Background: an optimization exercise with open tools, aiming at small area and a short achievable clock period. Do not read the settings as production practice.
Function was not checked in any run shown here: the RTL went through the layout flow alone.
No activity file was given, so power comes from the tool's default toggle rates.

===== flow/run.sh =====
#!/bin/bash
# synth_recipe.tcl (not shown) runs the flow's synth.tcl, then flattens the netlist and writes it again
# the make line also repeats each setting of config.mk as NAME=value (left out here)
make -C /OpenROAD-flow-scripts/flow DESIGN_CONFIG=/design/flow/config.mk WORK_HOME=/design/flow/orfs CLKGATE_MAP_FILE= SYNTH_SCRIPT=/design/flow/synth_recipe.tcl finish

===== flow/config.mk =====
export PLATFORM = sky130hd
export DESIGN_NAME = CPU
export DESIGN_NICKNAME = CPU
export VERILOG_FILES = /design/flow/design.v
export SDC_FILE = /design/flow/constraint.sdc
export NUM_CORES = 4
export LEC_CHECK = 0
export CAP_MARGIN = 20
export CORE_MARGIN = 2
export CORE_UTILIZATION = 60
export CTS_BUF_LIST = sky130_fd_sc_hd__clkbuf_8
export SETUP_SLACK_MARGIN = 2.5
export SLEW_MARGIN = 20
export SYNTH_HIERARCHICAL = 1

===== flow/constraint.sdc =====
create_clock -name core_clock -period 7.5 [get_ports {clk}]
set_input_delay 1.5000 -clock core_clock [delete_from_list [all_inputs] [get_ports {clk}]]
set_output_delay 1.5000 -clock core_clock [all_outputs]
set_load 0.01 [all_outputs]

===== flow/design.v =====
`timescale 1ns/1ns
module agu(input [7:0] a, b, output logic [7:0] s);
  logic [7:0] g [0:3];
  logic [7:0] p [0:3];
  always_comb begin
    g[0] = a & b;
    p[0] = a ^ b;
    for (int l = 0; l < 3; l++)
      for (int i = 0; i < 8; i++)
        if (i >= (1 << l)) begin
          g[l+1][i] = g[l][i] | (p[l][i] & g[l][i - (1 << l)]);
          p[l+1][i] = p[l][i] & p[l][i - (1 << l)];
        end else begin
          g[l+1][i] = g[l][i];
          p[l+1][i] = p[l][i];
        end
    s[0] = p[0][0];
    for (int i = 1; i < 8; i++) s[i] = p[0][i] ^ g[3][i-1];
  end
endmodule
`timescale 1ns/1ns
module CPU(input clk,rst,
           output [11:0] imem_addr, input [18:0] imem_data,
           output [7:0] dmem_addr, dmem_wdata, output dmem_we, dmem_re, input [7:0] dmem_rdata);
  wire [18:0] ins = imem_data;
  logic [11:0] pc;
  logic z, c;
  logic [7:0][7:0] R;           
  logic [7:0][11:0] stk;        
  logic [2:0] sp;               
  logic [3:0] cnt;              
  wire is_alu  = ~ins[18];                            
  wire is_ld   = ins[18:14] == 5'b10000;
  wire is_st   = ins[18:14] == 5'b10001;
  wire is_sh   = ins[18:16] == 3'b110;
  wire is_br   = ins[18:16] == 3'b101;
  wire is_jmp  = ins[18:15] == 4'b1110;               
  wire is_call = ins[18:14] == 5'b11101;
  wire is_ret  = ins[18:13] == 6'b111100;
  wire wr_reg  = is_alu | is_ld | is_sh;
  wire ld_fl   = is_alu | is_sh;
  wire [7:0] imm = ins[7:0];
  wire [2:0] ra = ins[10:8];
  wire [2:0] rb = ins[18] ? ins[13:11] : ins[7:5];
  logic [7:0] a, rbv;
  always_comb begin
    a = 8'd0;
    rbv = 8'd0;
    for (int i = 0; i < 8; i++) begin
      a = a | (R[i] & {8{ra == i}});
      rbv = rbv | (R[i] & {8{rb == i}});
    end
  end
  agu agu0(.a(a), .b(imm), .s(dmem_addr));
  assign dmem_wdata = rbv;
  assign dmem_we    = ~rst & is_st;
  assign dmem_re    = ~rst & is_ld;
  assign imem_addr  = pc;
  wire [2:0] fn = ins[16:14];
  wire [7:0] b = ins[17] ? imm : rbv;
  wire sub = fn[1] & ~fn[2];
  wire y = sub & fn[0] & c;                     
  wire ci = sub | (fn[0] & c);
  logic [7:0] ay;                               
  logic ya;
  always_comb begin
    logic t;
    t = y;
    for (int i = 0; i < 8; i++) begin
      ay[i] = a[i] ^ t;
      t = t & a[i];
    end
    ya = t;
  end
  wire [7:0] bb = sub ? ~b : b;
  wire [8:0] sum9 = {1'b0, ay} + {1'b0, bb} + {8'd0, ci};
  wire c8 = sum9[8] ^ ya ^ sub;                 
  wire [7:0] lp = a ^ b;
  wire [7:0] lgg = a & b;
  logic [7:0] lg;
  always_comb begin
    case (fn[1:0])
      2'b00: lg = lgg;
      2'b01: lg = lgg | lp;
      2'b10: lg = lp;
      default: lg = ~lgg;
    endcase
  end
  wire [7:0] pp = ay ^ bb;
  wire [7:0] oo = ay | bb;
  wire zsum = (pp[0] == ci) & (pp[7:1] == oo[6:0]);
  wire [7:0] alures = fn[2] ? lg : sum9[7:0];
  wire aluc = ~fn[2] & c8;
  wire aluz = fn[2] ? (lg == 8'd0) : zsum;
  wire [2:0] s = ins[7:5];
  wire [1:0] fn2 = ins[15:14];
  wire right = fn2[0];
  wire [2:0] amt = right ? (3'd0 - s) : s;            
  wire [15:0] dd = {a, a} << amt;
  wire [7:0] rot = dd[15:8];
  wire [7:0] lmask = 8'hff << s;
  wire [7:0] rmask = 8'hff >> s;
  wire [7:0] shres = fn2[1] ? rot : (rot & (right ? rmask : lmask));
  wire shc = ~fn2[1] & (s != 3'd0) & (right ? rot[7] : rot[0]);
  wire [7:0] res = is_sh ? shres : alures;
  wire nc = is_sh ? shc : aluc;
  wire nz = is_sh ? (shres == 8'd0) : aluz;
  wire [7:0] wd = is_ld ? dmem_rdata : res;
  logic [7:0] spd;
  wire live = cnt != 4'd0;
  always_comb for (int i = 0; i < 8; i++) spd[i] = (sp == i);
  logic [11:0] top;
  always_comb begin
    top = 12'd0;
    for (int i = 0; i < 8; i++) top = top | (stk[i] & {12{spd[i] & live}});
  end
  wire [11:0] pc1 = pc + 12'd1;
  wire [11:0] pcb = pc1 + {{4{imm[7]}}, imm};
  wire cond = (ins[15] ? c : z) ^ ins[14];
  logic [11:0] npc;
  always_comb begin
    if (is_br & cond)   npc = pcb;
    else if (is_jmp)    npc = ins[11:0];
    else if (is_ret)    npc = top;
    else                npc = pc1;
  end
  always_ff @(posedge clk, posedge rst) begin
    if (rst) begin
      pc <= 12'd0;
      z <= 1'b0;
      c <= 1'b0;
      R <= '0;
      sp <= 3'd0;
      cnt <= 4'd0;
    end else begin
      pc <= npc;
      if (ld_fl) begin
        z <= nz;
        c <= nc;
      end
      for (int i = 0; i < 8; i++)
        if (wr_reg && ins[13:11] == i) R[i] <= wd;
      if (is_call) begin
        sp <= sp + 3'd1;
        if (cnt != 4'd8) cnt <= cnt + 4'd1;
      end else if (is_ret) begin
        sp <= sp - 3'd1;
        if (cnt != 4'd0) cnt <= cnt - 4'd1;
      end
    end
  end
  always_ff @(posedge clk)
    for (int i = 0; i < 8; i++)
      if (is_call & spd[(i + 7) % 8]) stk[i] <= pc1;
endmodule

==> impl_results.md, run 1 <==
- Final Worst Setup Slack: 2.25 ns
- Number of cell rows: 49
- Top FF cell, synth: edfxtp_1
- Crit path max fanout: 6
- EDFF count, synth: 96
- Vias in the first global route: 8774
- Setup violators final: 0
- Synthesized instance count: 1040
- Max stage delay cell, worst path: or4b_1
- Ys Warns: 10
- Global-route wire length before repair: 50.5 mm
- Final core occ: 75.3%
- Min Tclk post-route: 5.25 ns
- Avg WL per Cell: 24.2 um
- Synth Area per Inst: 10.8 sq um
- Top cells by count, synth: 96 x edfxtp_1, 95 x nand2_1, 85 x dfrtp_1
- Count leader, synth: edfxtp_1
- Antenna-violating nets left: 0
- Layout cells sized above 1: 25.3%
- Critical path, cell by cell: buf_16 -> buf_6 -> buf_4 -> nor2b_4 -> a221oi_4 -> o21ai_4 -> ha_4 -> buf_4 -> a211oi_2 -> or4b_1 -> o2111ai_1 -> buf_2
- DRT Pass-1 Iters: 6
- Netlist cell types: 71
- DP HPWL: 22.0 mm
- Post-Layout Cell Count: 1396
- Placed Cells incl. Taps: 1294
- Share of flip-flops with an asynchronous set or reset: 47.0%
- CP Capture Type: primary output
- Status: finished clean
- Type of origin of the critical path: input port
- IO buf count: 58
- Clk sinks: 181
- Setup TNS: 0 ns
- Pre-CTS setup slack: 0.833 ns
- Met1 Track Usage GR: 45.0%
- PD cells: 330 nW/um^2
- Final hold viol count: 0
- Top-area cell type share of the netlist area: 25.8%
- Worst Clk Skew: 0.0226 ns
- Clock Path Buffers: 2
- TritonCTS clock tree: yes
- Grt ovf: 0
- CTS Buf Count: 17
- CP max stage delay: 0.54 ns
- Initial antenna violation count: 0
- Net Sw Frac: 41.2%
- Root Driver: clkbuf_8
- Die Ht: 141 um
- Ant. Diodes: 0
- GR Layer Usage met2: 55.0%
- Clk slew on worst S/H paths: 0.10 ns
- Post-Syn Nets: 1144
- Total length of routed wires: 33.7 mm
- Peak VDD IR: 0.220 mV
- Final Slew Violations: 0
- Share of total power in the clock network: 15.4%
- Depth of the CTS H-tree: 4
- Largest area contributor in the netlist: edfxtp_1
- Synth-to-layout area growth: 22.2%
- Sw Pwr: 0.00186 W
- Synth area leaders: edfxtp_1 26%, dfrtp_1 19%, ha_1 7.8%
- Routed vias/inst: 6.68
- WP data arrival: 3.75 ns
- Largest net degree at the start of global routing: 84
- Reg power frac: 35.5%
- Busiest grt layer: met2
- Filler instances: 1250
- Leak pwr: 5.49 nW
- WP data required: 6.00 ns
- Initial DRC count: 1196
- WS Path Type: in -> out
- Top Ports: 59
- Placer Congestion: 0.976
- Int Power: 0.00265 W
- Die area: 19800 sq um
- Die X: 141 um
- Register area share after synthesis: 44.8%
- Max capacitance violation total: 0
- Max transition margin: 38.3%
- Core Footprint: 18100 sq um
- Initial Util: 61.6%
- Worst slew pin tran: 0.923 ns
- Period utilisation layout: 70.1%
- Met3 Use GR: 6.36%
- Hold Path Class: reg -> reg
- RSZ-0062 raised after global routing: yes
- Nets: 1258
- Cell Area, Synth: 11200 sq um
- Combinational share of power: 49.1%
- GRT Total Usage: 33.6%
- Post-route DRC: 0
- Via count: 9319
- Clk Latency, worst-skew pair: 0.48 ns
- Yosys reg bits: 181
- Fmax: 190 MHz
- Most frequent CP cell: buf_4
-- repair_timing --
action	4_1_cts	5_1_grt
gates cloned	1	1
endpoints found under the setup margin	84	44
resized for setup	166	54
setup buffers	41	27
pin swaps	42	41
hold buffers	0	0
-- area by class of cell --
cell class / count / area (sq um) / share of cell area [%]
Clock buffer: 17 / 234 / 1.71
Inverter: 50 / 211 / 1.55
Timing Repair Buffer: 152 / 1430 / 10.5
Sequential cell: 181 / 5010 / 36.6
Clock inverter: 15 / 178 / 1.30
Tap cell: 229 / 287 / 2.10
Multi-Input combinational cell: 752 / 6320 / 46.2
-- critical path, delay by kind of cell --
kind | cells | cell delay (ns)
simple gates | 2 | 0.68
compound gates | 4 | 0.64
buf+inv | 5 | 0.63
fa+ha+maj | 1 | 0.30
-- Yosys stat by module (local to each module, per instance) --
| module | area (sq um) | flip-flops and latches |
|---|---|---|
| CPU | 10900 | 181 |
| agu | 317 | 0 |
-- flip-flops by register name (all words and copies together), names as in the netlist --
signal / flops
z: 1
sp: 3
c: 1
cnt: 4
pc: 12
stk: 96
R: 64
-- kinds of logic (layout without fill, tap and decap cells) --
group | after synthesis | after routing | share of synthesized area (%)
compound gates | 288 | 288 | 18.0
simple gates | 245 | 245 | 10.5
flops | 181 | 181 | 44.8
buf+inv | 107 | 234 | 3.87
mux | 89 | 89 | 9.82
fa+ha+maj | 75 | 75 | 8.72
xor+xnor | 55 | 55 | 4.31
-- cell usage in the layout, fill, tap and decap left out, types with 43 or more instances in the layout --
cell and count:
nand2_1 91, buf_4 77, ha_1 59, dfrtp_1 85, edfxtp_1 96, a22oi_1 50, mux2_2 48, nor2_1 43
-- path summary, 6_finish.rpt --
path                               start           end  slack, ns  cells after the start
max                        imem_data[10]  dmem_addr[6]       2.25                     12
min in group asynchronous            rst             z       1.28                      2
max reg2reg                        R[17]         R[38]       3.35                     17
min reg2reg                       cnt[3]        cnt[3]       0.52                      1
max in group asynchronous            rst         pc[1]       5.24                      3
min                               cnt[3]        cnt[3]       0.52                      1
-- metal layers --
layer / part of all wire (%) / vias to the layer above
met5: 0 / -
met2: 48 / 564
met3: 8.2 / 111
li1: - / 4160
met1: 40 / 4484
met4: 3.9 / 0
-- power by group through the flow --
| stage | clock network (W) | registers (W) | logic, W |
|---|---|---|---|
| after CTS | 0.000693 | 0.00158 | 0.00209 |
| after detailed placement | 0 | 0.00160 | 0.00195 |
| after global placement | 0 | 0.00160 | 0.00190 |
| final | 0.000693 | 0.00160 | 0.00222 |
| after floorplan | 0 | 0.00153 | 0.00136 |
| after global routing | 0.000733 | 0.00163 | 0.00239 |
-- stage by stage --
| step | hold WS (ns) | total power, W | instance area (sq um) |
|---|---|---|---|
| after floorplan | 0.464 | 0.00288 | 11300 |
| after global placement | 0.495 | 0.00350 | 12100 |
| after detailed placement | 0.501 | 0.00355 | 12100 |
| after CTS | 0.521 | 0.00437 | 13200 |
| after global routing | 0.530 | 0.00475 | 13700 |
| final | 0.519 | 0.00452 | 13700 |
==> run 2, diff against run 1 <==
--- a/flow/config.mk
+++ b/flow/config.mk
@@ -11,3 +11,3 @@
 export CTS_BUF_LIST = sky130_fd_sc_hd__clkbuf_8
-export SETUP_SLACK_MARGIN = 2.5
+export SETUP_SLACK_MARGIN = 3.0
 export SLEW_MARGIN = 20
==> run 2 against run 1 <==
Against the previous run:
- still clean
- design area up 6.6%
- via count increased by 4.2%
- maximum frequency shrank 0.82%
- global-route usage grew 1.6 points
- power grew 6.2%
- first-iteration DRC count grew 4.8%
- area after synthesis stayed put
- critical path type unchanged
- critical endpoint unchanged
- largest power group unchanged
==> impl_results.md, run 2 <==
- Status: finished clean (unchanged)
- Max capacitance violation total: 0 (unchanged)
- Final Worst Setup Slack: 2.20 ns (was 2.25 ns)
- Hold Buf Count CTS: 0 (unchanged)
- Synth Area per Inst: 10.8 sq um (unchanged)
- Filler instances: 1065 (was 1250)
- Leak pwr: 5.85 nW (was 5.49 nW)
- GRT Total Usage: 35.1% (was 33.6%)
- Hold Path Class: reg -> reg (unchanged)
- Launch point of the critical path: imem_data[9] (was imem_data[10])
- Clk Latency, worst-skew pair: 0.48 ns (about the same)
- DP HPWL: 21.9 mm (was 22.0 mm)
- Final core occ: 80.3% (was 75.3%)
- Synth area leaders: edfxtp_1 26%, dfrtp_1 19%, ha_1 7.8% (unchanged)
- Metal2 WL: 17.1 mm (was 16.3 mm)
- Uppermost layer routed: met4 (unchanged)
- Share of flip-flops with an asynchronous set or reset: 47.0% (unchanged)
- Global-route wire length before repair: 52.8 mm (was 50.5 mm)
- Initial antenna violation count: 0 (unchanged)
- Most frequent cells in the layout: 96 x edfxtp_1, 91 x nand2_1, 85 x dfrtp_1, 84 x buf_4, 50 x ha_1 (was 96 x edfxtp_1, 91 x nand2_1, 85 x dfrtp_1, 77 x buf_4, 59 x ha_1)
- Post-Syn Nets: 1144 (unchanged)
- Core Footprint: 18100 sq um (unchanged)
- Nets: 1287 (was 1258)
- Register area: 5010 sq um (unchanged)
- Cell Area, Synth: 11200 sq um (unchanged)
- Top FF cell, synth: edfxtp_1 (unchanged)
- Top Ports: 59 (unchanged)
- Initial Util: 61.6% (unchanged)
- Worst hold path startpoint: R[61] (was cnt[3])
- EDFF count, synth: 96 (unchanged)
- Met3 wire length: 3.29 mm (was 2.75 mm)
- CTS Buf Count: 17 (unchanged)
- Multi-input gate area: 6840 sq um (was 6320 sq um)
- Synthesized instance count: 1040 (unchanged)
- Largest register FFs: 96 (unchanged)
- Total length of routed wires: 35.9 mm (was 33.7 mm)
- Period utilisation layout: 70.6% (was 70.1%)
- Via count: 9711 (was 9319)
- Clk sinks: 181 (unchanged)
- Count leader, synth: edfxtp_1 (unchanged)
- Type of origin of the critical path: input port (unchanged)
- DRT Pass-1 Iters: 6 (unchanged)
- Die area: 19800 sq um (unchanged)
- Final Slew Violations: 0 (unchanged)
- Depth of the CTS H-tree: 4 (unchanged)
- Peak VDD IR: 0.258 mV (was 0.220 mV)
- IO buf count: 58 (unchanged)
- Placer Congestion: 0.939 (was 0.976)
- Worst slew pin tran: 0.918 ns (was 0.923 ns)
- Largest area contributor in the netlist: edfxtp_1 (unchanged)
- Max transition margin: 38.6% (was 38.3%)
- PD cells: 329 nW/um^2 (was 330 nW/um^2)
- Layout cells sized above 1: 33.4% (was 25.3%)
- Most common cell after layout, fill and taps aside: edfxtp_1 (unchanged)
- Top cells by count, synth: 96 x edfxtp_1, 95 x nand2_1, 85 x dfrtp_1 (unchanged)
- Setup violators final: 0 (unchanged)
- Worst Clk Skew: 0.0284 ns (was 0.0226 ns)
- Number of cell rows: 49 (unchanged)
- Final hold viol count: 0 (unchanged)
- Routed vias/inst: 6.81 (was 6.68)
- Netlist cell types: 71 (unchanged)
- Yosys reg bits: 181 (unchanged)
- Initial DRC count: 1253 (was 1196)
- Fmax: 189 MHz (was 190 MHz)
- Clk slew on worst S/H paths: 0.10 ns (about the same)
- Worst r2r src: R[41] (was R[17])
- M1 WL: 13.7 mm (was 13.4 mm)
- Setup TNS: 0 ns (unchanged)
- WS Path Type: in -> out (unchanged)
- Biggest regs: stk x96, R x64, pc x12 (unchanged)
- CP Capture Type: primary output (unchanged)
- Die Ht: 141 um (unchanged)
- Root Driver: clkbuf_8 (unchanged)
- Most flops, register: stk (unchanged)
- Crit path max fanout: 5 (was 6)
- WP data required: 6.00 ns (about the same)
- Clock Path Buffers: 2 (unchanged)
- TritonCTS clock tree: yes (unchanged)
- Die X: 141 um (unchanged)
- WP data arrival: 3.80 ns (was 3.75 ns)
- Pre-CTS setup slack: 0.688 ns (was 0.833 ns)
- Grt ovf: 0 (unchanged)
- Vias in the first global route: 9283 (was 8774)
- Ant. Diodes: 0 (unchanged)
- Post-route DRC: 0 (unchanged)
- RSZ-0062 raised after global routing: yes (unchanged)
- Top-area cell type share of the netlist area: 25.8% (unchanged)
- Ys Warns: 10 (unchanged)
- Largest net degree at the start of global routing: 78 (was 84)
- Min Tclk post-route: 5.30 ns (was 5.25 ns)
- Avg WL per Cell: 25.2 um (was 24.2 um)
- Antenna-violating nets left: 0 (unchanged)
- Register area share after synthesis: 44.8% (unchanged)
- Synth-to-layout area growth: 30.2% (was 22.2%)
run 2: metal layers:
layer  track usage, %  vias to the layer above
met5                0                        -
met2             57.7                      630
met1             45.3                     4709
met3             7.25                      148
met4             15.9                        0
li1                 -                     4224
run 2: what timing repair did:
action                     CTS  global route
gates cloned                 5             0
resized for setup          272            64
setup endpoints to repair   88            77
pin swaps                   85            47
setup buffers               84            18
run 2: modules after synthesis, one instance, submodules excluded:
module | cells | flops+latches | cell area [sq um] | copies in the design
agu | 39 | 0 | 317 | 1
CPU | 1001 | 181 | 10900 | 1
run 2: cells by family after synthesis:
kind of cell,share of synthesized area [%]
XOR/XNOR,4.31
adder cells (fa/ha/maj),8.72
AO/OA/AOI/OAI,18.0
buffers and inverters,3.87
flip-flops,44.8
multiplexers,9.82
AND/OR/NAND/NOR,10.5
run 2: worst paths after layout:
kind                       cells past startpoint            to  slack [ns]
setup / recovery                              12  dmem_addr[6]        2.20
hold / removal                                 2         R[61]        0.52
setup reg to reg                              20         R[31]        3.46
hold reg to reg                                2         R[61]        0.52
max in group asynchronous                      4        pc[10]        5.12
min in group asynchronous                      3             z        1.42
run 2: layout make-up:
type / count / area share (%)
Inverter: 50 / 1.53
Multi-Input combinational cell: 752 / 46.9
Clock buffer: 17 / 1.61
Tap cell: 229 / 1.97
Clock inverter: 15 / 1.12
Sequential cell: 181 / 34.4
Timing Repair Buffer: 181 / 12.5
run 2: worst max-delay path: stages:
cell	delay, ns
buf_4	0.15
buf_12	0.14
mux2_2	0.34
nand2_1	0.09
o221a_4	0.25
inv_6	0.05
ha_4	0.17
fa_2	0.38
a211oi_2	0.28
or4b_1	0.17
o2111ai_2	0.10
buf_2	0.16
run 2: power breakdown:
part | switching, W | internal (W) | leakage, nW
clock | 0.000404 | 0.000277 | 0.203
combinational | 0.00133 | 0.00118 | 3.77
sequential | 0.000245 | 0.00136 | 1.88
total | 0.00198 | 0.00282 | 5.85
run 2: stage by stage:
stage | std cells | power (W) | hold slack, ns | cell area [sq um]
2_1_floorplan | 1040 | 0.00296 | 0.464 | 11600
3_3_place_gp | 1286 | 0.00355 | 0.496 | 12300
3_5_place_dp | 1286 | 0.00360 | 0.503 | 12300
4_1_cts | 1407 | 0.00456 | 0.523 | 14100
5_1_grt | 1425 | 0.00504 | 0.551 | 14600
6_report | 1425 | 0.00480 | 0.523 | 14600
==> run 3, diff against run 2 <==
--- a/flow/config.mk
+++ b/flow/config.mk
@@ -7,2 +7,3 @@
 export LEC_CHECK = 0
+export ABC_AREA = 1
 export CAP_MARGIN = 20
@@ -13,2 +14,2 @@
 export SLEW_MARGIN = 20
-export SYNTH_HIERARCHICAL = 1
+export SYNTH_HIERARCHICAL = 0
==> run 3 against run 2 <==
Against the previous run:
- die area is 4.5% higher
- routed wire length is 8.3% higher
- highest routed layer unchanged
- critical path depth grew 5
- combinational power down 8%
==> impl_results.md, run 3 <==
- Status: finished clean (unchanged)
- Peak VDD IR: 0.206 mV (was 0.258 mV)
- Hold Path Class: reg -> reg (unchanged)
- Most flops, register: stk (unchanged)
- PD cells: 305 nW/um^2 (was 329 nW/um^2)
- Count leader, synth: nand2_1 (was edfxtp_1)
- Grt ovf: 0 (unchanged)
- Routed vias/inst: 6.03 (was 6.81)
- Clk sinks: 181 (unchanged)
- Crit path buf inv count: 4 (unchanged)
- Period utilisation layout: 68.7% (was 70.6%)
- Largest area contributor in the netlist: edfxtp_1 (unchanged)
- Yosys reg bits: 181 (unchanged)
- Register area share after synthesis: 42.8% (was 44.8%)
- Core Footprint: 19300 sq um (was 18100 sq um)
- Setup TNS: 0 ns (unchanged)
- Die X: 144 um (was 141 um)
- Final core occ: 77.5% (was 80.3%)
- Filler instances: 1351 (was 1065)
- Initial DRC count: 1324 (was 1253)
- Number of cell rows: 51 (was 49)
- Max stage delay cell, worst path: ha_4 (was fa_2)
- Total length of routed wires: 38.9 mm (was 35.9 mm)
- Top cells by count, synth: 379 x nand2_1, 171 x nand3_1, 157 x inv_1 (was 96 x edfxtp_1, 95 x nand2_1, 85 x dfrtp_1)
- Via count: 11300 (was 9711)
- Die area: 20600 sq um (was 19800 sq um)
- CTS Buf Count: 17 (unchanged)
- Max transition margin: 26.4% (was 38.6%)
- EDFF count, synth: 96 (unchanged)
- Nets: 1700 (was 1287)
- DRT Pass-1 Iters: 6 (unchanged)
- Final Slew Violations: 0 (unchanged)
- Clock Path Buffers: 2 (unchanged)
- Post-Layout Cell Count: 1874 (was 1425)
- Share of flip-flops with an asynchronous set or reset: 47.0% (unchanged)
- Type of origin of the critical path: input port (unchanged)
- WS Path Type: in -> out (unchanged)
- TritonCTS clock tree: yes (unchanged)
- Leak pwr: 6.57 nW (was 5.85 nW)
- Clk slew on worst S/H paths: 0.11 ns (was 0.10 ns)
- Setup violators final: 0 (unchanged)
- Vias in the first global route: 10500 (was 9283)
- Biggest regs: stk x96, R x64, pc x12 (unchanged)
- Clk Latency, worst-skew pair: 0.49 ns (was 0.48 ns)
- Antenna-violating nets left: 0 (unchanged)
- Ys Warns: 4 (was 10)
- WP data arrival: 3.65 ns (was 3.80 ns)
- Min Tclk post-route: 5.15 ns (was 5.30 ns)
- Cell Area, Synth: 11700 sq um (was 11200 sq um)
- Largest net degree at the start of global routing: 72 (was 78)
- Worst Clk Skew: 0.0279 ns (was 0.0284 ns)
- Synth Area per Inst: 8.01 sq um (was 10.8 sq um)
- CP max stage delay: 0.29 ns (was 0.38 ns)
- Max capacitance violation total: 0 (unchanged)
- Top FF cell, synth: edfxtp_1 (unchanged)
- Top-area cell type share of the netlist area: 24.6% (was 25.8%)
- Most frequent cells in the layout: 349 x nand2_1, 149 x inv_1, 122 x nand3_1, 96 x edfxtp_1 (was 96 x edfxtp_1, 91 x nand2_1, 85 x dfrtp_1, 84 x buf_4, 50 x ha_1)
- Worst slew pin tran: 1.10 ns (was 0.918 ns)
- Root Driver: clkbuf_8 (unchanged)
- GRT Total Usage: 36.9% (was 35.1%)
- Placed Cells incl. Taps: 1755 (was 1286)
- Most common cell after layout, fill and taps aside: nand2_1 (was edfxtp_1)
- Crit path max-delay family: compound AO/OA/AOI/OAI gates (unchanged)
- Hold Slack: 0.501 ns (was 0.523 ns)
- WP data required: 6.00 ns (about the same)
- Flop2flop setup slack: 3.65 ns (was 3.46 ns)
- Synth-to-layout area growth: 27.6% (was 30.2%)
- Final hold viol count: 0 (unchanged)
- Initial antenna violation count: 0 (unchanged)
- Synthesized instance count: 1461 (was 1040)
- Initial Util: 60.7% (was 61.6%)
- Critical path, cell by cell: buf_12 -> buf_12 -> buf_6 -> nand3_4 -> o21ai_2 -> nor2_2 -> nand2_2 -> ha_4 -> a21oi_4 -> nand2_2 -> a21oi_2 -> o21bai_1 -> nand2_1 -> nand2_1 -> a21oi_2 -> xor2_1 -> buf_2 (was buf_4 -> buf_12 -> mux2_2 -> nand2_1 -> o221a_4 -> inv_6 -> ha_4 -> fa_2 -> a211oi_2 -> or4b_1 -> o2111ai_2 -> buf_2)
- Layout cells sized above 1: 24.3% (was 33.4%)
- Top Ports: 59 (unchanged)
- Die Ht: 144 um (was 141 um)
- Post-route DRC: 0 (unchanged)
- Global-route wire length before repair: 57.3 mm (was 52.8 mm)
- RSZ-0062 raised after global routing: yes (unchanged)
- Placer Congestion: 1.02 (was 0.939)
- Depth of the CTS H-tree: 4 (unchanged)
- Netlist cell types: 54 (was 71)
- Largest register FFs: 96 (unchanged)
- Crit path max fanout: 8 (was 5)
- CP Capture Type: primary output (unchanged)
- Avg WL per Cell: 20.7 um (was 25.2 um)
- Synth area leaders: edfxtp_1 25%, dfrtp_1 18%, nand2_1 12% (was edfxtp_1 26%, dfrtp_1 19%, ha_1 7.8%)
- DP HPWL: 26.9 mm (was 21.9 mm)
- Fmax: 194 MHz (was 189 MHz)
- IO buf count: 58 (unchanged)
- Ant. Diodes: 0 (unchanged)
- Post-Syn Nets: 1565 (was 1144)
## run 3: changes by cell type after synthesis, moves of 40 or more
cell / before / now
a22oi_1: 53 / 1
nand4_1: 17 / 57
nand2_1: 95 / 379
mux2_2: 47 / 0
nor2_1: 50 / 103
nand3_1: 15 / 171
inv_1: 44 / 157
## run 3: metal layers
layer	vias up	share of wire (%)	track usage [%]
met5	-	0	0
met4	0	5.6	18.4
met3	158	9.3	8.73
met1	5295	39	47.8
met2	610	46	58.4
li1	5229	-	-
## run 3: area by class of cell
class,count,area [sq um],share of cell area (%)
tap,265,332,2.22
clock buffer,17,234,1.57
timing repair buffer,161,1480,9.88
multi-input combinational,1063,7000,46.9
clock inverter,15,188,1.26
sequential,181,5010,33.6
inverter,172,692,4.63
## run 3: worst register-to-register path, cell delays in order, from the launching register on
cell and delay [ns]:
dfrtp_1 0.40, inv_1 0.19, o21ai_2 0.10, nor2_2 0.17
nand2_2 0.12, buf_4 0.15, buf_6 0.11, ha_1 0.17
ha_1 0.18, ha_2 0.17, ha_2 0.20, ha_4 0.17
ha_4 0.16, ha_4 0.27, ha_4 0.21, a21oi_2 0.15
o221ai_2 0.10, xor2_1 0.19, o21ai_2 0.21, nand2_4 0.16
nand3_2 0.10, nand2_1 0.06
## run 3: timing repair
action	4_1_cts	5_1_grt
hold buffers	0	0
buffers inserted	59	24
resized for setup	268	138
pin swaps	62	76
endpoints found under the setup margin	109	79
gates cloned	4	0
## run 3: worst paths after layout
path	start	endpoint	depth (start not counted)
setup / recovery	imem_data[10]	dmem_addr[7]	17
hold / removal	R[15]	R[15]	2
setup reg to reg	R[8]	R[31]	21
hold reg to reg	R[15]	R[15]	2
max in group asynchronous	rst	R[16]	3
min in group asynchronous	rst	z	2
## run 3: kinds of logic after synthesis
kind of cell    share of synthesized area, %
compound gates                          10.5
xor+xnor                                2.92
fa+ha+maj                               8.34
buf+inv                                 7.39
flops                                   42.8
mux                                   0.0962
simple gates                            28.0
## run 3: report_power, final
group          leakage (nW)  internal, W  switching (W)
Clock                 0.208     0.000261       0.000432
Sequential             1.92      0.00132       0.000214
Combinational          4.45     0.000896        0.00142
## run 3: through the flow
| stage | instance area, sq um | power [W] | setup slack, ns |
|---|---|---|---|
| after detailed placement | 12700 | 0.00346 | 0.964 |
| final | 14900 | 0.00455 | 2.35 |
| after global routing | 14900 | 0.00481 | 2.22 |
| after floorplan | 11900 | 0.00278 | 2.63 |
| after global placement | 12700 | 0.00342 | 1.02 |
| after CTS | 14100 | 0.00430 | 2.40 |
==> run 4, diff against run 3 <==
--- a/flow/design.v
+++ b/flow/design.v
@@ -1,3 +1,4 @@
 `timescale 1ns/1ns
-module agu(input [7:0] a, b, output logic [7:0] s);
+module rd_agu(input [7:0][7:0] R, input [2:0] ra, input [7:0] imm,
+              output logic [7:0] a, output logic [7:0] addr);
   logic [7:0] g [0:3];
@@ -5,4 +6,6 @@
   always_comb begin
-    g[0] = a & b;
-    p[0] = a ^ b;
+    a = 8'd0;
+    for (int i = 0; i < 8; i++) a = a | (R[i] & {8{ra == i}});
+    g[0] = a & imm;
+    p[0] = a ^ imm;
     for (int l = 0; l < 3; l++)
@@ -16,4 +19,10 @@
         end
-    s[0] = p[0][0];
-    for (int i = 1; i < 8; i++) s[i] = p[0][i] ^ g[3][i-1];
+    addr[0] = p[0][0];
+    for (int i = 1; i < 8; i++) addr[i] = p[0][i] ^ g[3][i-1];
+  end
+endmodule
+module rd_b(input [7:0][7:0] R, input sel, input [2:0] r1, r0, output logic [7:0] v);
+  always_comb begin
+    v = 8'd0;
+    for (int i = 0; i < 8; i++) v = v | (R[i] & {8{(sel ? r1 : r0) == i}});
   end
@@ -42,14 +51,5 @@
   wire [7:0] imm = ins[7:0];
-  wire [2:0] ra = ins[10:8];
-  wire [2:0] rb = ins[18] ? ins[13:11] : ins[7:5];
-  logic [7:0] a, rbv;
-  always_comb begin
-    a = 8'd0;
-    rbv = 8'd0;
-    for (int i = 0; i < 8; i++) begin
-      a = a | (R[i] & {8{ra == i}});
-      rbv = rbv | (R[i] & {8{rb == i}});
-    end
-  end
-  agu agu0(.a(a), .b(imm), .s(dmem_addr));
+  wire [7:0] a, rbv;
+  rd_agu rda(.R(R), .ra(ins[10:8]), .imm(imm), .a(a), .addr(dmem_addr));
+  rd_b rdb(.R(R), .sel(ins[18]), .r1(ins[13:11]), .r0(ins[7:5]), .v(rbv));
   assign dmem_wdata = rbv;
--- a/flow/config.mk
+++ b/flow/config.mk
@@ -7,3 +7,2 @@
 export LEC_CHECK = 0
-export ABC_AREA = 1
 export CAP_MARGIN = 20
@@ -12,4 +11,4 @@
 export CTS_BUF_LIST = sky130_fd_sc_hd__clkbuf_8
-export SETUP_SLACK_MARGIN = 3.0
+export SETUP_SLACK_MARGIN = 3.5
 export SLEW_MARGIN = 20
-export SYNTH_HIERARCHICAL = 0
+export SYNTH_HIERARCHICAL = 1
==> run 4 against run 3 <==
Against the previous run:
- count of clock-buffer cells in the layout did not move
- register-to-register slack worse by 0.34 ns
- maximum frequency is 4.4% lower
- first-iteration DRC count fell by 5.3%
- area after synthesis shrank 0.53%
- core utilization increased by 0.66 points
- still clean
- routed wire length down 7.9%
- clock power rose by 7.8%
==> impl_results.md, run 4 <==
- Post-Syn Nets: 1168 (was 1565)
- Die area: 20500 sq um (was 20600 sq um)
- Hold Path Class: reg -> reg (unchanged)
- Crit path max-delay family: multiplexers (was compound AO/OA/AOI/OAI gates)
- Initial antenna violation count: 0 (unchanged)
- Crit path max fanout: 6 (was 8)
- Register area share after synthesis: 43.0% (was 42.8%)
- GR Layer Usage met2: 52.3% (was 58.4%)
- Multi-input gate area: 7070 sq um (was 7000 sq um)
- Share of total power in the clock network: 13.7% (was 15.2%)
- Initial Util: 61.6% (was 60.7%)
- Root Driver: clkbuf_8 (unchanged)
- IO buf count: 58 (unchanged)
- Clk sinks: 181 (unchanged)
- Ys Warns: 11 (was 4)
- Most flops, register: stk (unchanged)
- Count leader, synth: nand2_1 (unchanged)
- Initial DRC count: 1254 (was 1324)
- WP data arrival: 3.89 ns (was 3.65 ns)
- Grt ovf: 0 (unchanged)
- Post-synthesis mux area share: 14.4% (was 0.0962%)
- Final Slew Violations: 0 (unchanged)
- Worst slew pin tran: 1.21 ns (was 1.10 ns)
- Routed vias/inst: 6.59 (was 6.03)
- Yosys reg bits: 181 (unchanged)
- Setup TNS: 0 ns (unchanged)
- Layout cells sized above 1: 32.2% (was 24.3%)
- CTS Buf Count: 17 (unchanged)
- CP Capture Type: primary output (unchanged)
- Worst Clk Skew: 0.0204 ns (was 0.0279 ns)
- FF-to-FF path depth: 17 (was 21)
- Fmax: 186 MHz (was 194 MHz)
- Antenna-violating nets left: 0 (unchanged)
- Cell Area, Synth: 11600 sq um (was 11700 sq um)
- CP max stage delay: 0.50 ns (was 0.29 ns)
- Met3 Use GR: 8.16% (was 8.73%)
- Clk slew on worst S/H paths: 0.10 ns (was 0.11 ns)
- Post-synthesis simple-gate area fraction: 11.5% (was 28.0%)
- Most common cell after layout, fill and taps aside: nand2_1 (unchanged)
- Final hold viol count: 0 (unchanged)
- Int Power: 0.00320 W (was 0.00248 W)
- GRT Total Usage: 34.2% (was 36.9%)
- DP HPWL: 22.4 mm (was 26.9 mm)
- Synth Area in Compound Gates: 14.2% (was 10.5%)
- Netlist cell types: 80 (was 54)
- Via count: 9691 (was 11300)
- WHS Path Cells: 1 (was 2)
- Total power: 0.00544 W (was 0.00455 W)
- Max capacitance violation total: 0 (unchanged)
- Post-route DRC: 0 (unchanged)
- Setup violators final: 0 (unchanged)
- Global-route wire length before repair: 52.2 mm (was 57.3 mm)
- Core Footprint: 18900 sq um (was 19300 sq um)
- Vias in the first global route: 9029 (was 10500)
- Sw Pwr: 0.00224 W (was 0.00207 W)
- Synthesized instance count: 1064 (was 1461)
- Depth of the CTS H-tree: 4 (unchanged)
- TritonCTS clock tree: yes (unchanged)
- DRT Pass-1 Iters: 7 (was 6)
- Synth Area per Inst: 10.9 sq um (was 8.01 sq um)
- EDFF count, synth: 96 (unchanged)
- PD cells: 368 nW/um^2 (was 305 nW/um^2)
- Clock Path Buffers: 2 (unchanged)
- Max stage delay cell, worst path: mux4_2 (was ha_4)
- Die Ht: 143 um (was 144 um)
- Clk Latency, worst-skew pair: 0.49 ns (about the same)
- Avg WL per Cell: 24.4 um (was 20.7 um)
- Largest net degree at the start of global routing: 68 (was 72)
- Top FF cell, synth: edfxtp_1 (unchanged)
- Most frequent cells in the layout: 111 x nand2_1, 96 x edfxtp_1, 85 x dfrtp_1, 71 x buf_4, 57 x a21oi_1 (was 349 x nand2_1, 149 x inv_1, 122 x nand3_1, 96 x edfxtp_1)
- Filler instances: 1202 (was 1351)
- RSZ-0062 raised after global routing: yes (unchanged)
- Ant. Diodes: 0 (unchanged)
- Placer Congestion: 0.876 (was 1.02)
- Largest register FFs: 96 (unchanged)
- Largest family of logic cells by synthesized area: multiplexers (was simple AND/OR/NAND/NOR gates)
- Synth area leaders: edfxtp_1 25%, dfrtp_1 18%, ha_1 7.5% (was edfxtp_1 25%, dfrtp_1 18%, nand2_1 12%)
- Critical path depth: 12 (was 17)
- Die X: 143 um (was 144 um)
- Top Ports: 59 (unchanged)
- Largest area contributor in the netlist: edfxtp_1 (unchanged)
- Busiest grt layer: met2 (unchanged)
- Top-area cell type share of the netlist area: 24.8% (was 24.6%)
- Min Tclk post-route: 5.39 ns (was 5.15 ns)
- Biggest regs: stk x96, R x64, pc x12 (unchanged)
- Type of origin of the critical path: input port (unchanged)
- Combinational share of power: 56.3% (was 51.0%)
- Top cells by count, synth: 113 x nand2_1, 96 x edfxtp_1, 85 x dfrtp_1 (was 379 x nand2_1, 171 x nand3_1, 157 x inv_1)
- WS Path Type: in -> out (unchanged)
- Number of cell rows: 50 (was 51)
- Adder-Cell Fraction of Synth Area: 8.38% (was 8.34%)
- Leak pwr: 6.08 nW (was 6.57 nW)
- Crit path buf inv count: 3 (was 4)
- Share of flip-flops with an asynchronous set or reset: 47.0% (unchanged)
- Net Sw Frac: 41.2% (was 45.5%)
- Peak VDD IR: 0.259 mV (was 0.206 mV)
- Reg power frac: 29.9% (was 33.8%)
- Status: finished clean (unchanged)
- Synth Area in XOR/XNOR: 3.83% (was 2.92%)
- Max transition margin: 19.2% (was 26.4%)
- Total length of routed wires: 35.8 mm (was 38.9 mm)
- Synth-to-layout area growth: 26.8% (was 27.6%)
- Nets: 1302 (was 1700)
- Critical path, cell by cell: buf_12 -> mux4_2 -> mux2_4 -> ha_4 -> inv_2 -> fa_2 -> nor2b_1 -> o21ai_1 -> a21boi_1 -> or4b_1 -> nand3_2 -> buf_6 (was buf_12 -> buf_12 -> buf_6 -> nand3_4 -> o21ai_2 -> nor2_2 -> nand2_2 -> ha_4 -> a21oi_4 -> nand2_2 -> a21oi_2 -> o21bai_1 -> nand2_1 -> nand2_1 -> a21oi_2 -> xor2_1 -> buf_2)
- Period utilisation layout: 71.8% (was 68.7%)
- WP data required: 6.00 ns (about the same)
- Register area: 5010 sq um (unchanged)
- Met1 Track Usage GR: 48.8% (was 47.8%)
run 4: changes by cell type after synthesis, sizes merged, moves of 18 or more:
cell	delta
mux4	+18
o21ai	-27
nand2	-268
inv	-112
mux2	+79
nand3	-150
mux2i	+34
nor2	-76
and3	+19
a22oi	+21
nand4	-49
xnor2	+19
run 4: metrics by stage:
step | hold WS (ns) | utilization [%] | worst slack [ns] | std cells | area [sq um]
3_3_place_gp | 0.518 | 68.2 | 0.693 | 1347 | 12900
3_5_place_dp | 0.515 | 68.2 | 0.620 | 1348 | 12900
4_1_cts | 0.541 | 75.1 | 2.16 | 1436 | 14200
5_1_grt | 0.567 | 78.1 | 2.00 | 1471 | 14800
6_report | 0.544 | 78.1 | 2.11 | 1471 | 14800
2_1_floorplan | 0.494 | - | 2.16 | 1064 | 12200
run 4: what timing repair did:
item,CTS,global route
setup buffers,50,35
endpoints found under the setup margin,159,85
gates cloned,6,0
hold buffers,0,0
pin swaps,44,37
resized for setup,240,66
run 4: worst paths after layout:
check	start	end	slack (ns)
max	imem_data[8]	dmem_addr[6]	2.11
min	R[28]	R[28]	0.54
min in group asynchronous	rst	pc[2]	1.41
max reg2reg	R[40]	R[63]	3.31
max in group asynchronous	rst	R[44]	4.87
min reg2reg	R[28]	R[28]	0.54
run 4: logic make-up (layout without fill, tap and decap cells):
group | count (synthesis) | in the layout
flip-flops | 181 | 181
multiplexers | 132 | 134
XOR/XNOR | 50 | 50
adder cells (fa/ha/maj) | 75 | 75
AND/OR/NAND/NOR | 264 | 264
buffers and inverters | 110 | 255
AO/OA/AOI/OAI | 252 | 252
run 4: worst reg2reg max path: stages, from the launching register on:
cell and delay [ns]:
dfrtp_1 0.43, mux4_2 0.49, mux2_4 0.33, buf_4 0.15, buf_6 0.13, ha_4 0.16
ha_4 0.16, ha_4 0.16, ha_4 0.16, ha_4 0.16, ha_4 0.16, ha_4 0.16
ha_4 0.21, ha_4 0.30, nor2_2 0.06, a221oi_2 0.33, a31oi_4 0.22, mux2_4 0.32
run 4: Yosys stat by module (local to each module, per instance):
module	copies in the design	cells	cell area, sq um
CPU	1	859	10200
rd_agu	1	82	835
rd_b	1	123	594
run 4: per-layer routing:
metal | wire length [um] | share of wire [%]
met4 | 1020 | 2.9
met1 | 15100 | 42
met2 | 16000 | 45
met5 | 0 | 0
met3 | 3740 | 10
run 4: cell type report:
cell class	count	area share (%)
Clock buffer	17	1.58
Clock inverter	15	1.48
Inverter	54	1.46
Multi-Input combinational cell	775	47.9
Sequential cell	181	33.9
Tap cell	260	2.20
Timing Repair Buffer	169	11.5
run 4: power by group through the flow:
stage / Clock (W) / Combinational (W) / Sequential, W
detailed placement: 0 / 0.00260 / 0.00163
CTS: 0.000752 / 0.00280 / 0.00161
floorplan: 0 / 0.00192 / 0.00156
global route: 0.000783 / 0.00327 / 0.00166
global placement: 0 / 0.00255 / 0.00163
finish: 0.000747 / 0.00306 / 0.00163
==> run 5, diff against run 4 <==
--- a/flow/config.mk
+++ b/flow/config.mk
@@ -11,3 +11,3 @@
 export CTS_BUF_LIST = sky130_fd_sc_hd__clkbuf_8
-export SETUP_SLACK_MARGIN = 3.5
+export SETUP_SLACK_MARGIN = 2.5
 export SLEW_MARGIN = 20
==> run 5 against run 4 <==
Against the previous run:
- power is 7.7% lower
- via count fell by 3.8%
- critical endpoint unchanged
- highest routed layer unchanged
- still clean
- critical path type unchanged
- maximum frequency increased by 0.18%
- clock skew down 0.0037 ns
- sequential power is essentially flat
- sequential share of layout area rose by 2.6 points
- setup slack improved by 0.0095 ns
==> impl_results.md, run 5 <==
- Vias in the first global route: 8821 (was 9029)
- Fmax: 186 MHz (about the same)
- Clk slew on worst S/H paths: 0.10 ns (about the same)
- Depth of the CTS H-tree: 4 (unchanged)
- Type of origin of the critical path: input port (unchanged)
- Post-route DRC: 0 (unchanged)
- Ant. Diodes: 0 (unchanged)
- DRT Pass-1 Iters: 5 (was 7)
- Post-synthesis mux area share: 14.4% (unchanged)
- Die area: 20500 sq um (unchanged)
- Status: finished clean (unchanged)
- Nets: 1258 (was 1302)
- Initial Util: 61.6% (unchanged)
- CP max stage delay: 0.51 ns (was 0.50 ns)
- Final hold viol count: 0 (unchanged)
- Hold Buf Count CTS: 0 (unchanged)
- Post-synthesis simple-gate area fraction: 11.5% (unchanged)
- WS Path Type: in -> out (unchanged)
- Grt ovf: 0 (unchanged)
- Total length of routed wires: 33.1 mm (was 35.8 mm)
- Synth Area per Inst: 10.9 sq um (unchanged)
- Antenna-violating nets left: 0 (unchanged)
- Clk sinks: 181 (unchanged)
- Routed vias/inst: 6.54 (was 6.59)
- Launch point of the critical path: imem_data[8] (unchanged)
- Netlist cell types: 80 (unchanged)
- Clk Latency, worst-skew pair: 0.49 ns (about the same)
- Core Footprint: 18900 sq um (unchanged)
- Die X: 143 um (unchanged)
- Placer Congestion: 0.904 (was 0.876)
- IO buf count: 58 (unchanged)
- Combinational share of power: 54.3% (was 56.3%)
- Cell Area, Synth: 11600 sq um (unchanged)
- Largest area contributor in the netlist: edfxtp_1 (unchanged)
- Int Power: 0.00292 W (was 0.00320 W)
- Worst r2r src: R[32] (was R[40])
- Biggest regs: stk x96, R x64, pc x12 (unchanged)
- Share of total power in the clock network: 13.7% (about the same)
- Clock Path Buffers: 2 (unchanged)
- Period utilisation layout: 71.7% (was 71.8%)
- Synth Area in Compound Gates: 14.2% (unchanged)
- Post-Syn Nets: 1168 (unchanged)
- Via count: 9327 (was 9691)
- Met1 Track Usage GR: 48.7% (was 48.8%)
- Register area share after synthesis: 43.0% (unchanged)
- Leak pwr: 5.55 nW (was 6.08 nW)
- Synth area leaders: edfxtp_1 25%, dfrtp_1 18%, ha_1 7.5% (unchanged)
- Die Ht: 143 um (unchanged)
- Avg WL per Cell: 23.2 um (was 24.4 um)
- Peak VDD IR: 0.211 mV (was 0.259 mV)
- Initial DRC count: 889 (was 1254)
- Worst Clk Skew: 0.0167 ns (was 0.0204 ns)
- CTS Buf Count: 17 (unchanged)
- PD cells: 366 nW/um^2 (was 368 nW/um^2)
- Synthesized instance count: 1064 (unchanged)
- Top-area cell type share of the netlist area: 24.8% (unchanged)
- Met3 Use GR: 7.03% (was 8.16%)
- CP Capture Type: primary output (unchanged)
- Net Sw Frac: 41.9% (was 41.2%)
- Critical path, cell by cell: buf_12 -> mux4_2 -> mux2_4 -> ha_4 -> inv_2 -> fa_2 -> nor2b_1 -> o21ai_1 -> a21boi_2 -> or4b_4 -> nand3_2 -> buf_6 (was buf_12 -> mux4_2 -> mux2_4 -> ha_4 -> inv_2 -> fa_2 -> nor2b_1 -> o21ai_1 -> a21boi_1 -> or4b_1 -> nand3_2 -> buf_6)
- Setup TNS: 0 ns (unchanged)
- Top Ports: 59 (unchanged)
- Largest register FFs: 96 (unchanged)
- Global-route wire length before repair: 50.3 mm (was 52.2 mm)
- RSZ-0062 raised after global routing: yes (unchanged)
- Max capacitance violation total: 0 (unchanged)
- Adder-Cell Fraction of Synth Area: 8.38% (unchanged)
- Sw Pwr: 0.00210 W (was 0.00224 W)
- DP Area: 12600 sq um (was 12900 sq um)
- EDFF count, synth: 96 (unchanged)
- Max stage delay cell, worst path: mux4_2 (unchanged)
- Crit path max fanout: 8 (was 6)
- Crit path buf inv count: 3 (unchanged)
- Ys Warns: 11 (unchanged)
- TritonCTS clock tree: yes (unchanged)
- Root Driver: clkbuf_8 (unchanged)
- Most frequent cells in the layout: 113 x nand2_1, 96 x edfxtp_1, 85 x dfrtp_1, 65 x a21oi_1, 64 x mux2_2 (was 111 x nand2_1, 96 x edfxtp_1, 85 x dfrtp_1, 71 x buf_4, 57 x a21oi_1)
- Top FF cell, synth: edfxtp_1 (unchanged)
- Synth Area in XOR/XNOR: 3.83% (unchanged)
- Most flops, register: stk (unchanged)
- Final instance area: 13700 sq um (was 14800 sq um)
- Top cells by count, synth: 113 x nand2_1, 96 x edfxtp_1, 85 x dfrtp_1 (unchanged)
- Worst slew pin tran: 1.15 ns (was 1.21 ns)
- Hold Path Class: reg -> reg (unchanged)
- Yosys reg bits: 181 (unchanged)
- WP data required: 6.00 ns (about the same)
- Count leader, synth: nand2_1 (unchanged)
- Worst hold path startpoint: R[17] (was R[28])
- Largest family of logic cells by synthesized area: multiplexers (unchanged)
- Most common cell after layout, fill and taps aside: nand2_1 (unchanged)
- Share of flip-flops with an asynchronous set or reset: 47.0% (unchanged)
- Final Slew Violations: 0 (unchanged)
- Max transition margin: 23.3% (was 19.2%)
- DP HPWL: 22.2 mm (was 22.4 mm)
- Synth-to-layout area growth: 17.8% (was 26.8%)
- Crit path max-delay family: multiplexers (unchanged)
- WP data arrival: 3.88 ns (was 3.89 ns)
- Layout cells sized above 1: 25.2% (was 32.2%)
- Reg power frac: 32.0% (was 29.9%)
- Initial antenna violation count: 1 (was 0)
- Largest net degree at the start of global routing: 76 (was 68)
- Setup violators final: 0 (unchanged)
- Busiest grt layer: met2 (unchanged)
- Number of cell rows: 50 (unchanged)
- GR Layer Usage met2: 49.8% (was 52.3%)
- Min Tclk post-route: 5.38 ns (was 5.39 ns)
- GRT Total Usage: 33.0% (was 34.2%)
run 5: metal layers:
| layer | share of wire [%] | vias to the layer above | wire, um |
|---|---|---|---|
| met5 | 0 | - | 0 |
| met4 | 1.8 | 0 | 602 |
| met3 | 9.4 | 52 | 3130 |
| met2 | 45 | 487 | 15000 |
| met1 | 43 | 4611 | 14400 |
| li1 | - | 4177 | - |
run 5: logic make-up after synthesis:
family / count (synthesis)
compound gates: 252
simple gates: 264
xor+xnor: 50
fa+ha+maj: 75
mux: 132
buf+inv: 110
flops: 181
run 5: repair_timing:
item                                    in CTS  in global routing
cloned                                       1                  0
hold endpoints to repair                     0                  0
gates resized for setup                    117                 32
setup buffers                               28                 18
endpoints found under the setup margin      84                 53
pin swaps                                   21                 16
run 5: metrics by stage:
stage               worst slack (ns)  util [%]  std cells  hold WS, ns  power (W)
floorplan                       2.16         -       1064        0.494    0.00333
global placement               0.689      66.7       1348        0.514    0.00403
detailed placement             0.649      66.7       1348        0.520    0.00409
CTS                             2.16      71.0       1409        0.544    0.00488
global route                    2.03      72.6       1427        0.559    0.00533
finish                          2.12      72.6       1427        0.540    0.00502
run 5: path summary, 6_finish.rpt:
check	slack, ns	depth (start not counted)	end
worst max-delay path	2.12	12	dmem_addr[6]
worst min-delay path	0.54	1	R[17]
worst max register to register	3.29	18	R[39]
worst min register to register	0.54	1	R[17]
max in group asynchronous	4.94	3	R[9]
min in group asynchronous	1.33	2	pc[4]
run 5: power groups by stage:
stage	clock network, W	registers (W)	logic (W)
floorplan	0	0.00155	0.00177
global placement	0	0.00162	0.00241
detailed placement	0	0.00162	0.00246
CTS	0.000695	0.00160	0.00258
global route	0.000732	0.00164	0.00296
finish	0.000688	0.00161	0.00273
run 5: area by class of cell:
class	count	area, sq um
multi-input cells	774	6600
clock buffers	17	234
fillers	1427	5180
clock inverters	15	184
flip-flops and latches	181	5010
inverters	54	209
well taps	260	325
repair buffers	126	1150
run 5: Yosys stat by module (local to each module, per instance):
module	cell area, sq um	cells inside	flip-flops and latches
CPU	10200	859	181
rd_agu	835	82	0
rd_b	594	123	0
==> run 6, diff against run 5 <==
--- a/flow/config.mk
+++ b/flow/config.mk
@@ -7,2 +7,3 @@
 export LEC_CHECK = 0
+export ABC_AREA = 1
 export CAP_MARGIN = 20
@@ -11,3 +12,3 @@
 export CTS_BUF_LIST = sky130_fd_sc_hd__clkbuf_8
-export SETUP_SLACK_MARGIN = 2.5
+export SETUP_SLACK_MARGIN = 3.0
 export SLEW_MARGIN = 20
==> run 6 against run 5 <==
Against the previous run:
- routed wire length grew 35%
- combinational power fell by 8.8%
- still clean on timing, DRC and antenna
- design area up 14%
- final cell count grew 46%
- first-iteration DRC count is 85% higher
- non-clock buffer count is 28 higher
- critical path depth increased by 6
- global-route usage up 6.2 points
- sequential power decreased by 2%
- clock power barely moved
- via count up 38%
==> impl_results.md, run 6 <==
- Clk slew on worst S/H paths: 0.10 ns (about the same)
- Setup TNS: 0 ns (unchanged)
- Clk sinks: 181 (unchanged)
- Vias in the first global route: 11700 (was 8821)
- Int Power: 0.00252 W (was 0.00292 W)
- Top cells by count, synth: 479 x nand2_1, 232 x nand3_1, 171 x inv_1 (was 113 x nand2_1, 96 x edfxtp_1, 85 x dfrtp_1)
- Die Ht: 150 um (was 143 um)
- Status: finished clean (unchanged)
- Nets: 1904 (was 1258)
- Largest area contributor in the netlist: edfxtp_1 (unchanged)
- DRT Pass-1 Iters: 8 (was 5)
- GRT Total Usage: 39.2% (was 33.0%)
- Max transition margin: 22.2% (was 23.3%)
- Root Driver: clkbuf_8 (unchanged)
- Cell Area, Synth: 12800 sq um (was 11600 sq um)
- Initial antenna violation count: 0 (was 1)
- Share of total power in the clock network: 14.4% (was 13.7%)
- Die area: 22600 sq um (was 20500 sq um)
- WP data arrival: 3.50 ns (was 3.88 ns)
- Crit path max-delay family: simple AND/OR/NAND/NOR gates (was multiplexers)
- Reg power frac: 33.1% (was 32.0%)
- Min Tclk post-route: 5.00 ns (was 5.38 ns)
- Clk Latency, worst-skew pair: 0.50 ns (was 0.49 ns)
- CTS Buf Count: 17 (unchanged)
- PD cells: 303 nW/um^2 (was 366 nW/um^2)
- Biggest regs: stk x96, R x64, pc x12 (unchanged)
- Filler instances: 1617 (was 1427)
- Via count: 12900 (was 9327)
- Final Slew Violations: 0 (unchanged)
- Setup violators final: 0 (unchanged)
- Type of origin of the critical path: input port (unchanged)
- Initial DRC count: 1641 (was 889)
- Crit path buf inv count: 6 (was 3)
- Register area share after synthesis: 39.0% (was 43.0%)
- Hold Path Class: reg -> reg (unchanged)
- Hold Slack: 0.504 ns (was 0.540 ns)
- Worst Clk Skew: 0.0238 ns (was 0.0167 ns)
- Top Ports: 59 (unchanged)
- Avg WL per Cell: 21.3 um (was 23.2 um)
- Count leader, synth: nand2_1 (unchanged)
- Layout cells sized above 1: 21.1% (was 25.2%)
- Post-route DRC: 0 (unchanged)
- Most frequent cells in the layout: 441 x nand2_1, 206 x nand3_1, 163 x inv_1, 121 x nor2_1, 96 x edfxtp_1 (was 113 x nand2_1, 96 x edfxtp_1, 85 x dfrtp_1, 65 x a21oi_1, 64 x mux2_2)
- Most common cell after layout, fill and taps aside: nand2_1 (unchanged)
- Global-route wire length before repair: 66.1 mm (was 50.3 mm)
- Share of flip-flops with an asynchronous set or reset: 47.0% (unchanged)
- Top-area cell type share of the netlist area: 22.4% (was 24.8%)
- Period utilisation layout: 66.7% (was 71.7%)
- Netlist cell types: 53 (was 80)
- DP HPWL: 29.8 mm (was 22.2 mm)
- Initial Util: 61.1% (was 61.6%)
- Synthesized instance count: 1691 (was 1064)
- CP Capture Type: primary output (unchanged)
- Worst slew pin tran: 1.16 ns (was 1.15 ns)
- Hold Buf Count CTS: 0 (unchanged)
- Antenna-violating nets left: 0 (unchanged)
- Final hold viol count: 0 (unchanged)
- Number of cell rows: 53 (was 50)
- Synth-to-layout area growth: 21.8% (was 17.8%)
- Combinational share of power: 52.5% (was 54.3%)
- Peak VDD IR: 0.183 mV (was 0.211 mV)
- RSZ-0062 raised after global routing: yes (unchanged)
- WS Path Type: in -> out (unchanged)
- Most frequent CP cell: nand2_2
- Largest net degree at the start of global routing: 92 (was 76)
- Leak pwr: 7.27 nW (was 5.55 nW)
- Synth area leaders: edfxtp_1 22%, dfrtp_1 17%, nand2_1 14% (was edfxtp_1 25%, dfrtp_1 18%, ha_1 7.5%)
- TritonCTS clock tree: yes (unchanged)
- EDFF count, synth: 96 (unchanged)
- Most flops, register: stk (unchanged)
- Largest register FFs: 96 (unchanged)
- Net Sw Frac: 46.9% (was 41.9%)
- Critical path, cell by cell: buf_12 -> buf_8 -> nor3_4 -> buf_6 -> a221oi_2 -> nand2_2 -> ha_4 -> inv_4 -> fa_2 -> inv_2 -> nand3_2 -> nand2_2 -> nand2_2 -> a21oi_2 -> nor2_1 -> nand2_1 -> nand2_2 -> buf_6 (was buf_12 -> mux4_2 -> mux2_4 -> ha_4 -> inv_2 -> fa_2 -> nor2b_1 -> o21ai_1 -> a21boi_2 -> or4b_4 -> nand3_2 -> buf_6)
- Synth Area per Inst: 7.60 sq um (was 10.9 sq um)
- Core Footprint: 21000 sq um (was 18900 sq um)
- Top FF cell, synth: edfxtp_1 (unchanged)
- Max capacitance violation total: 0 (unchanged)
- Sw Pwr: 0.00222 W (was 0.00210 W)
- Ys Warns: 11 (unchanged)
- Die X: 150 um (was 143 um)
- Crit path max fanout: 7 (was 8)
- Grt ovf: 0 (unchanged)
- Placer Congestion: 0.994 (was 0.904)
- Depth of the CTS H-tree: 4 (unchanged)
- Yosys reg bits: 181 (unchanged)
- Max stage delay cell, worst path: fa_2 (was mux4_2)
- Fmax: 200 MHz (was 186 MHz)
- CP max stage delay: 0.37 ns (was 0.51 ns)
- Total length of routed wires: 44.5 mm (was 33.1 mm)
- WP data required: 6.00 ns (about the same)
- IO buf count: 58 (unchanged)
- Routed vias/inst: 6.18 (was 6.54)
- Post-Syn Nets: 1795 (was 1168)
- Clock Path Buffers: 2 (unchanged)
- Ant. Diodes: 0 (unchanged)
-- run 6: cell count changes after synthesis, moves of 33 or more --
cell	change
nand2_1	+366
nand3_1	+210
inv_1	+118
nor2_1	+105
mux2_2	-77
nand4_1	+75
mux2i_1	-33
-- run 6: stage by stage --
step | util (%) | area, sq um | setup slack, ns | instances | total power [W]
global placement | 65.0 | 13700 | 1.05 | 1972 | 0.00363
detailed placement | 65.0 | 13700 | 0.959 | 1972 | 0.00367
global route | 74.4 | 15600 | 2.37 | 2088 | 0.00500
CTS | 71.7 | 15100 | 2.58 | 2066 | 0.00447
finish | 74.4 | 15600 | 2.50 | 2088 | 0.00474
floorplan | - | 13000 | 2.73 | 1691 | 0.00293
-- run 6: modules after synthesis (local to each module, per instance) --
| module | times used | cells | area (sq um) | flops+latches |
|---|---|---|---|---|
| CPU | 1 | 1359 | 11000 | 181 |
| rd_agu | 1 | 174 | 1020 | 0 |
| rd_b | 1 | 158 | 802 | 0 |
-- run 6: worst min-delay path, stage by stage, from the launching register on --
cell	delay, ns
dfrtp_1	0.36
nand2_1	0.05
o21ai_0	0.06
-- run 6: final timing paths --
path	start	to	slack (ns)	depth (start not counted)
setup reg to reg	R[1]	R[47]	3.53	25
setup / recovery	imem_data[9]	dmem_addr[6]	2.50	18
max in group asynchronous	rst	sp[0]	4.97	3
min in group asynchronous	rst	z	1.32	2
hold reg to reg	cnt[3]	cnt[3]	0.50	2
hold / removal	cnt[3]	cnt[3]	0.50	2
-- run 6: power groups by stage --
| stage | logic (W) | registers, W | clock network [W] |
|---|---|---|---|
| 3_3_place_gp | 0.00206 | 0.00156 | 0 |
| 4_1_cts | 0.00224 | 0.00155 | 0.000681 |
| 6_report | 0.00249 | 0.00157 | 0.000685 |
| 2_1_floorplan | 0.00145 | 0.00148 | 0 |
| 5_1_grt | 0.00270 | 0.00158 | 0.000724 |
| 3_5_place_dp | 0.00211 | 0.00157 | 0 |
-- run 6: final cells by class --
cell class | instances | area, sq um | area share, %
tap | 275 | 344 | 2.20
clock inverter | 15 | 158 | 1.01
sequential | 181 | 5010 | 32.0
timing repair inverter | 1 | 8.76 | 0.0560
timing repair buffer | 154 | 1450 | 9.26
inverter | 195 | 786 | 5.02
multi-input combinational | 1250 | 7650 | 48.9
clock buffer | 17 | 234 | 1.50
-- run 6: per-layer routing --
| metal | routed length (um) | GRT usage, % |
|---|---|---|
| met5 | 0 | 0 |
| met4 | 2830 | 20.9 |
| met3 | 4910 | 8.39 |
| met2 | 20700 | 62.7 |
| met1 | 16100 | 49.9 |
-- run 6: repair_timing --
action | in CTS | in global routing
cloned | 5 | 0
setup endpoints to repair | 84 | 74
gates resized for setup | 224 | 109
setup buffers | 57 | 22
pin swaps | 36 | 49
-- run 6: logic make-up after synthesis --
| group | synth area share [%] |
|---|---|
| DFF | 39.0 |
| AOI/OAI and AO/OA | 6.46 |
| adders and majority gates | 7.60 |
| and+or+nand+nor | 36.1 |
| buffers and inverters | 8.80 |
| xor gates and xnor gates | 2.05 |

## static timing again, ports no longer ideal
In the flow no input, the clock included, has a driving cell. The finished layouts below were timed again as built, in two steps. Step 1 assumes that a clkbuf_16 drives the clock port and a buf_2 every other input. Step 2 adds t to the input delays and takes it off the output delays; t is the mean of the earliest and latest rising clock arrival at the registers after step 1. Input paths then give back, and output paths get back, about the clock's delay inside the block. Three values: ideal ports, drivers, drivers and shift; two values: the first two.
run	t (ns)	slack for setup (ns)	worst register clock-pin slew, ns	pins driven straight from the clock port
run 1	0.516	2.246 / 2.187 / 1.691	0.11 / 0.11	1
run 2	0.507	2.203 / 2.090 / 1.901	0.12 / 0.12	1
run 3	0.521	2.346 / 2.285 / 2.207	0.12 / 0.12	1
run 4	0.525	2.112 / 2.007 / 1.882	0.12 / 0.12	1
run 5	0.523	2.121 / 2.060 / 1.994	0.11 / 0.11	1
run 6	0.534	2.499 / 2.407 / 2.087	0.12 / 0.12	1
After both steps setup and hold are still met in every run listed. For run 1, which loses most, drivers alone change the setup slack by -0.059 ns; drivers and shift together by -0.555 ns.
